Context: an optimization exercise on an open-source flow, tuned for small area and a short achievable clock period. The choices shown serve that exercise and are no tape-out recipe. Only simulation tests tie the RTL to the original design; equivalence was not proved. No driver is modelled on the clock port, so clock power and skew are understated where the tree is cut down; a real chip needs a root buffer or a tree. Power is estimated from default activity; no workload was simulated.

Setup of run A:
==> flow/design.v <==
module debouncer(
    input clk,
    input resetn,
    input noisy_signal,
    output reg debounced_signal
);
    reg [6:0] counter;
    reg last_stable_signal;
    wire changed = noisy_signal ^ last_stable_signal;
    wire at_interval = ~counter[5] & ~counter[3] & counter[2] & ~counter[1] & counter[0];
    always @(posedge clk or negedge resetn) begin
        if (!resetn) begin
            debounced_signal <= 0;
            last_stable_signal <= 0;
        end else begin
            last_stable_signal <= noisy_signal;
            if (at_interval)
                debounced_signal <= (noisy_signal & last_stable_signal) |
                                    (noisy_signal & debounced_signal) |
                                    (last_stable_signal & debounced_signal);
        end
    end
    always @(posedge clk)
        counter <= changed ? 7'd0 : {~counter[5:0], ~(counter[0] ^ counter[6])};
endmodule
module reset_debouncer(
    input clk,
    input resetn,
    output reg debounced_signal
);
    reg [6:0] counter;
    always @(posedge clk or negedge resetn) begin
        if (!resetn) begin
            counter <= 0;
            debounced_signal <= 0;
        end else begin
            counter <= {~counter[5:0], ~(counter[0] ^ counter[6])};
            if (counter[6] & counter[4] & ~counter[3] & counter[2] & ~counter[1])
                debounced_signal <= 1'b1;
        end
    end
endmodule
module game_logic(
	input clock,
	input resetn,
	input button1,
	input button0,
	input [7:0]player_input,
	output reg [2:0] colour,
	output [9:0] x,
	output [8:0] y,
	output reg plot
);
	reg [8:0] xr;
	reg [7:0] yr;
	assign x = {1'b0, xr};
	assign y = {1'b0, yr};
	wire [9:0] debounced_input;
	wire debounced_resetn;
	genvar g;
	generate
		for (g = 0; g < 8; g = g + 1) begin : deb_col
			debouncer d(.clk(clock), .resetn(resetn), .noisy_signal(player_input[g]),
				.debounced_signal(debounced_input[g]));
		end
	endgenerate
	debouncer debounce_8(.clk(clock), .resetn(resetn), .noisy_signal(button1),
		.debounced_signal(debounced_input[8]));
	debouncer debounce_9(.clk(clock), .resetn(resetn), .noisy_signal(button0),
		.debounced_signal(debounced_input[9]));
	reset_debouncer debounce_reset(.clk(clock), .resetn(resetn),
		.debounced_signal(debounced_resetn));
	reg [2:0] height [0:7];
	reg [5:0] same [0:7];
	reg turn;
	reg win_flag;
	function above(input [2:0] h, input integer k);
		case (k)
			0: above = h[2] | h[1] | h[0];
			1: above = h[2] | h[1];
			2: above = h[2] | (h[1] & h[0]);
			3: above = h[2];
			4: above = h[2] & (h[1] | h[0]);
			default: above = h[2] & h[1];
		endcase
	endfunction
	function [2:0] inc(input [2:0] h);
		inc = {h[2] | (h[1] & h[0]), h[1] ^ h[0], ~h[0]};
	endfunction
	reg [5:0] mine [0:7];
	integer c, k;
	always @* begin
		for (c = 0; c < 8; c = c + 1)
			for (k = 0; k < 6; k = k + 1)
				mine[c][k] = above(height[c], k) & same[c][k];
	end
	reg line;
	always @* begin
		line = 1'b0;
		for (c = 0; c < 8; c = c + 1)
			for (k = 0; k < 6; k = k + 1) begin
				if (k < 3)
					line = line | (mine[c][k] & mine[c][k+1] & mine[c][k+2] & mine[c][k+3]);
				if (c < 5)
					line = line | (mine[c][k] & mine[c+1][k] & mine[c+2][k] & mine[c+3][k]);
				if (c < 5 && k < 3)
					line = line | (mine[c][k] & mine[c+1][k+1] & mine[c+2][k+2] & mine[c+3][k+3]);
				if (c < 5 && k > 2)
					line = line | (mine[c][k] & mine[c+1][k-1] & mine[c+2][k-2] & mine[c+3][k-3]);
			end
	end
	wire button_ok = turn ? debounced_input[8] : debounced_input[9];
	reg [7:0] place;
	always @* begin
		for (c = 0; c < 8; c = c + 1)
			place[c] = debounced_input[c] & ~(height[c][2] & height[c][1]) & button_ok;
	end
	wire any_place = |place;
	function mod5is(input [5:0] q, input integer r);
		integer n;
		begin
			mod5is = 1'b0;
			for (n = r; n < 46; n = n + 5)
				if (q == n) mod5is = 1'b1;
		end
	endfunction
	wire x_wrap = xr[8] & xr[6] & xr[5] & xr[3];    
	wire y_wrap = yr[7] & yr[6] & yr[5] & yr[4];    
	wire x_cell_end = (xr[2:0] == 3'd7) & mod5is(xr[8:3], 4);
	wire x_grid_end = (xr[2:0] == 3'd3) & mod5is(xr[8:3], 0);
	reg [7:0] col;       
	reg x_grid;
	reg [5:0] lvl;
	always @* begin
		for (k = 0; k < 6; k = k + 1)
			lvl[k] = (yr >= 40 * (5 - k)) && (yr < 40 * (6 - k));
	end
	wire y_grid = ~yr[2] & mod5is({1'b0, yr[7:3]}, 0);
	wire on_grid = x_grid | y_grid;
	reg cell_occ, cell_same;
	reg [2:0] hsel;
	reg [5:0] ssel;
	always @* begin
		hsel = 3'd0;
		ssel = 6'd0;
		for (c = 0; c < 8; c = c + 1) begin
			hsel = hsel | ({3{col[c]}} & height[c]);
			ssel = ssel | ({6{col[c]}} & same[c]);
		end
		cell_occ = 1'b0;
		cell_same = 1'b0;
		for (k = 0; k < 6; k = k + 1) begin
			cell_occ = cell_occ | (lvl[k] & above(hsel, k));
			cell_same = cell_same | (lvl[k] & ssel[k]);
		end
	end
	wire cell_own = cell_same ^ turn;
	always @(posedge clock) begin
		if (!debounced_resetn) begin
			xr <= 0;
			yr <= 0;
			colour <= 3'b000;
			plot <= 1'b0;
			col <= 8'd1;
			x_grid <= 1'b1;
			turn <= 1'b0;
			win_flag <= 1'b0;
			for (c = 0; c < 8; c = c + 1)
				height[c] <= 0;
		end else begin
			for (c = 0; c < 8; c = c + 1)
				if (place[c])
					height[c] <= inc(height[c]);
			if (any_place)
				turn <= ~turn;
			if (line)
				win_flag <= 1'b1;
			if (win_flag)
				colour <= turn ? 3'b100 : 3'b010;
			else if (on_grid)
				colour <= 3'b001;
			else if (cell_occ)
				colour <= cell_own ? 3'b010 : 3'b100;
			else
				colour <= 3'b111;
			if (x_wrap) begin
				xr <= 9'd0;
				col <= 8'd1;
				x_grid <= 1'b1;
				if (y_wrap)
					yr <= 8'd0;
				else
					yr <= yr + 8'd1;
			end else begin
				xr <= xr + 9'd1;
				if (x_cell_end) begin
					col <= col << 1;
					x_grid <= 1'b1;
				end else if (x_grid_end)
					x_grid <= 1'b0;
			end
			plot <= 1'b1;
		end
	end
	always @(posedge clock) begin
		for (c = 0; c < 8; c = c + 1)
			for (k = 0; k < 6; k = k + 1)
				same[c][k] <= ~above(height[c], k) | (same[c][k] ^ any_place);
	end
endmodule
clock: 8.0 ns
lec_check: 0
cap_margin: 20
core_margin: 2
core_utilization: 40
slew_margin: 20
standard.sh (not shown) runs the stock make flow with config.mk's settings and CLKGATE_MAP_FILE= SYNTH_SCRIPT=/design/flow/synth_recipe.tcl, a recipe that flattens the netlist after the stock synthesis.
==> flow/flow/run.sh <==
#!/bin/bash
# The standard layout, with these changes:
# - the port buffers that every input and output gets are buf_2 cells (ORFS
#   picks a slow delay cell otherwise, which its repair then leaves alone);
# - denser core (68 %) and larger clock-tree sink clusters (fewer leaf buffers);
# - after clock tree synthesis, flow/clock_top.tcl rebuilds the top of the
#   tree: the leaf buffers stay, everything above them is replaced by 4
#   buffers that the clock port drives directly, one per quarter of the core,
#   so every register's clock arrives earlier, all alike.  The two levels
#   are inverters (clkinv_16 at the top, inv_16 at the leaves), which are
#   faster than buffers; two inversions keep every register on the rising
#   edge of the clock port.
# The clock period, constraints and every other step are unchanged.
set -euo pipefail
MARGIN=${MARGIN:-5.85}
KNOBS="CORE_UTILIZATION=62 SETUP_SLACK_MARGIN=$MARGIN CTS_CLUSTER_SIZE=25 CTS_CLUSTER_DIAMETER=60"
PORTS="BUFFER_PORTS_ARGS=-buffer_cell sky130_fd_sc_hd__buf_2"
bash standard.sh $KNOBS "$PORTS" cts > standard_cts.log 2>&1
R=orfs/results/sky130hd/game_logic/base
LEAF_CELL=sky130_fd_sc_hd__inv_16 TOP_CELL=sky130_fd_sc_hd__clkinv_16 ODB=$R/4_cts.odb ODB_OUT=$R/4_cts.odb openroad -no_init -exit flow/clock_top.tcl > clock_top.log 2>&1
bash standard.sh $KNOBS "$PORTS" finish > standard.log 2>&1
==> flow/flow/clock_top.tcl <==
read_db $::env(ODB)
set block [ord::get_db_block]
set port_net [$block findNet clock]

proc out_net { inst } {
  foreach it [$inst getITerms] {
    if { [$it isOutputSignal] } { return [$it getNet] }
  }
  foreach it [$inst getITerms] {
    if { [[$it getMTerm] getIoType] == "OUTPUT" } { return [$it getNet] }
  }
  return ""
}
proc in_iterm { inst } {
  foreach it [$inst getITerms] {
    if { [$it isInputSignal] } { return $it }
  }
  return ""
}
# a clock buffer whose output drives something (CTS also adds buffers with a
# free output as dummy loads; those count as sinks)
proc is_dummy { inst } {
  if { ![string match "sky130_fd_sc_hd__clkbuf_*" [[$inst getMaster] getName]] } { return 0 }
  return [expr {![is_buf $inst]}]
}
proc is_buf { inst } {
  if { ![string match "sky130_fd_sc_hd__clkbuf_*" [[$inst getMaster] getName]] } { return 0 }
  set onet [out_net $inst]
  if { $onet == "" || $onet == "NULL" } { return 0 }
  return [expr {[llength [$onet getITerms]] > 1}]
}

# walk the tree from the port
set upper {}
set leaves {}
set front [list $port_net]
while { [llength $front] } {
  set next {}
  foreach net $front {
    foreach it [$net getITerms] {
      if { ![$it isInputSignal] } { continue }
      set inst [$it getInst]
      if { ![is_buf $inst] } { continue }
      set onet [out_net $inst]
      set drives_buf 0
      set drives_sink 0
      foreach lt [$onet getITerms] {
        if { [$lt getInst] == $inst } { continue }
        if { [is_dummy [$lt getInst]] } { continue }
        if { [is_buf [$lt getInst]] } { set drives_buf 1 } else { set drives_sink 1 }
      }
      if { $drives_sink } {
        if { $drives_buf } {
          puts "[$inst getName] drives both buffers and registers: the tree is left as it is"
          write_db $::env(ODB_OUT)
          exit
        }
        lappend leaves $inst
      } else {
        lappend upper $inst
        lappend next $onet
      }
    }
  }
  set front $next
}
foreach it [$port_net getITerms] {
  if { ![is_buf [$it getInst]] } { error "the clock port drives a non-buffer" }
}
puts "[llength $upper] upper buffers, [llength $leaves] leaf buffers"
if { [llength $leaves] < 5 } {
  puts "too few leaves: the tree is left as it is"
  write_db $::env(ODB_OUT)
  exit
}

# replace a cell by one of another master, keeping its input and output nets
proc replace_cell { inst master } {
  set block [$inst getBlock]
  set name [$inst getName]
  set in_net [[in_iterm $inst] getNet]
  set o_net [out_net $inst]
  set loc [$inst getLocation]
  odb::dbInst_destroy $inst
  set ni [odb::dbInst_create $block $master $name]
  $ni setLocation [lindex $loc 0] [lindex $loc 1]
  $ni setPlacementStatus PLACED
  foreach it [$ni getITerms] {
    set sig [[$it getMTerm] getSigType]
    if { $sig == "POWER" || $sig == "GROUND" } { continue }
    if { [$it isOutputSignal] } { $it connect $o_net } elseif { [$it isInputSignal] } { $it connect $in_net }
  }
  return $ni
}
if { [info exists ::env(LEAF_CELL)] } {
  set lm [[$block getDataBase] findMaster $::env(LEAF_CELL)]
  set leaves [lmap b $leaves {replace_cell $b $lm}]
  puts "leaf buffers are now $::env(LEAF_CELL)"
}

# remove the upper levels, with any dummy loads on their nets
set dummy_list {}
foreach net [concat [list $port_net] [lmap b $upper {out_net $b}]] {
  foreach it [$net getITerms] {
    set inst [$it getInst]
    if { [$it isInputSignal] && [is_dummy $inst] } { lappend dummy_list $inst }
  }
}
set dummies [llength $dummy_list]
foreach inst $dummy_list { odb::dbInst_destroy $inst }
foreach b $leaves { [in_iterm $b] disconnect }
foreach b $upper {
  set onet [out_net $b]
  odb::dbInst_destroy $b
  odb::dbNet_destroy $onet
}
puts "removed [llength $upper] upper buffers and $dummies dummy loads"

# split the leaves into 4 groups: halves by x, then each half by y
proc centre { inst } {
  set bb [$inst getBBox]
  return [list [expr {([$bb xMin] + [$bb xMax]) / 2}] [expr {([$bb yMin] + [$bb yMax]) / 2}]]
}
set pts {}
foreach b $leaves { lappend pts [concat [list $b] [centre $b]] }
set pts [lsort -integer -index 1 $pts]
set h [expr {[llength $pts] / 2}]
set groups {}
foreach half [list [lrange $pts 0 [expr {$h - 1}]] [lrange $pts $h end]] {
  set half [lsort -integer -index 2 $half]
  set q [expr {[llength $half] / 2}]
  lappend groups [lrange $half 0 [expr {$q - 1}]] [lrange $half $q end]
}
set db [$block getDataBase]
set top_cell sky130_fd_sc_hd__clkbuf_16
if { [info exists ::env(TOP_CELL)] } { set top_cell $::env(TOP_CELL) }
set master [$db findMaster $top_cell]

set n 0
foreach grp $groups {
  incr n
  set nb [odb::dbInst_create $block $master "clkbuf_top_${n}_clock"]
  set nnet [odb::dbNet_create $block "clknet_top_${n}_clock"]
  $nnet setSigType CLOCK
  set sx 0; set sy 0
  foreach p $grp {
    [in_iterm [lindex $p 0]] connect $nnet
    incr sx [lindex $p 1]; incr sy [lindex $p 2]
  }
  $nb setLocation [expr {$sx / [llength $grp]}] [expr {$sy / [llength $grp]}]
  $nb setPlacementStatus PLACED
  foreach nit [$nb getITerms] {
    set sig [[$nit getMTerm] getSigType]
    if { $sig == "POWER" || $sig == "GROUND" } { continue }
    if { [$nit isOutputSignal] } { $nit connect $nnet } elseif { [$nit isInputSignal] } { $nit connect $port_net }
  }
  puts "clkbuf_top_${n}_clock drives [llength $grp] leaf buffers"
}
puts "clock port now drives [llength [$port_net getITerms]] cell pins"
detailed_placement
check_placement
write_db $::env(ODB_OUT)
What run B does differently from run A at the input level:
-- flow/flow/run.sh --
<<< run A, line 10
#   are inverters (clkinv_16 at the top, inv_16 at the leaves), which are
>>> run B, line 10
#   are inverters (clkinv_8 at the top, inv_16 at the leaves), which are
<<< run A, line 15
MARGIN=${MARGIN:-5.85}
KNOBS="CORE_UTILIZATION=62 SETUP_SLACK_MARGIN=$MARGIN CTS_CLUSTER_SIZE=25 CTS_CLUSTER_DIAMETER=60"
>>> run B, line 15
MARGIN=${MARGIN:-5.8}
KNOBS="CORE_UTILIZATION=68 SETUP_SLACK_MARGIN=$MARGIN CTS_CLUSTER_SIZE=25 CTS_CLUSTER_DIAMETER=60"
--- outcome ---
Taking run A as the reference, in run B core utilization now sits higher, synthesis-to-layout area growth increased 0.15 points.
Relative to run A, the area of the multi-input gates of run B is higher by 0.79%.
Run B vs run A, timing startpoint of the critical path: yr[0]$_SDFFE_PN0P_ vs yr[4]$_SDFFE_PN0P_
Run A → run B: die area dropped about 9%, sequential power was more or less identical, routed wire length picked up an extra 1.1%, global-route wire length before repair moved up, hold slack shows a reduction of 22 ps.
Setup slack in run B is smaller than in run A.
Here is what was changed in the inputs of run C compared with run B.
-- flow/flow/run.sh --
<<< run B, line 10
#   are inverters (clkinv_8 at the top, inv_16 at the leaves), which are
>>> run C, line 10
#   are inverters (clkinv_8 at the top, clkinv_16 at the leaves), which are
<<< run B, line 15
MARGIN=${MARGIN:-5.8}
>>> run C, line 15
MARGIN=${MARGIN:-5.7}
<<< run B, line 20
LEAF_CELL=sky130_fd_sc_hd__inv_16 TOP_CELL=sky130_fd_sc_hd__clkinv_16 ODB=$R/4_cts.odb ODB_OUT=$R/4_cts.odb openroad -no_init -exit flow/clock_top.tcl > clock_top.log 2>&1
>>> run C, line 20
LEAF_CELL=sky130_fd_sc_hd__inv_16 TOP_CELL=sky130_fd_sc_hd__clkinv_8 ODB=$R/4_cts.odb ODB_OUT=$R/4_cts.odb openroad -no_init -exit flow/clock_top.tcl > clock_top.log 2>&1
[summary]
Run C completed; timing, DRC and antenna clean
Summary of the comparison: non-clock buffer count is lower in run C, relative to run B.
Run C — total power consumption of the routed design 0.039 mW lower, run B as reference
[compare] base=run B new=run C: average wire length per cell after detail routing went down about 1.6%, portion of total power attributed to the clock network went down 0.9 points, clock buffer count in the final layout held.

afterwards: timing with drivers on the ports:
In the flow no input, the clock included, has a driving cell. The finished layouts below were timed again as built, in two steps.
Step 1 sets driving cells, clkbuf_16 on the clock port and buf_2 on the other inputs (assumed; they add their load-dependent delay and slew).
Step 2 times the ports against the registers' clock, not the clock port: input delays grow and output delays shrink by t, the midpoint of the rising clock arrivals with the driver on.
Three values: ideal, step 1, step 2; two values: the first two.
run	t, ns	setup slack, ns	hold WS [ns]	slew at the worst register clock pin (ns)
run A	0.402	5.752 / 5.525 / 5.688	0.386 / 0.387 / 0.387	0.08 / 0.08
run B	0.385	5.742 / 5.515 / 5.650	0.365 / 0.356 / 0.356	0.08 / 0.08
run C	0.351	5.676 / 5.544 / 5.631	0.346 / 0.345 / 0.345	0.09 / 0.09
After both steps every run listed still meets setup and hold. For run B, which loses most, drivers alone change the setup slack by -0.227 ns; drivers and shift together by -0.092 ns.
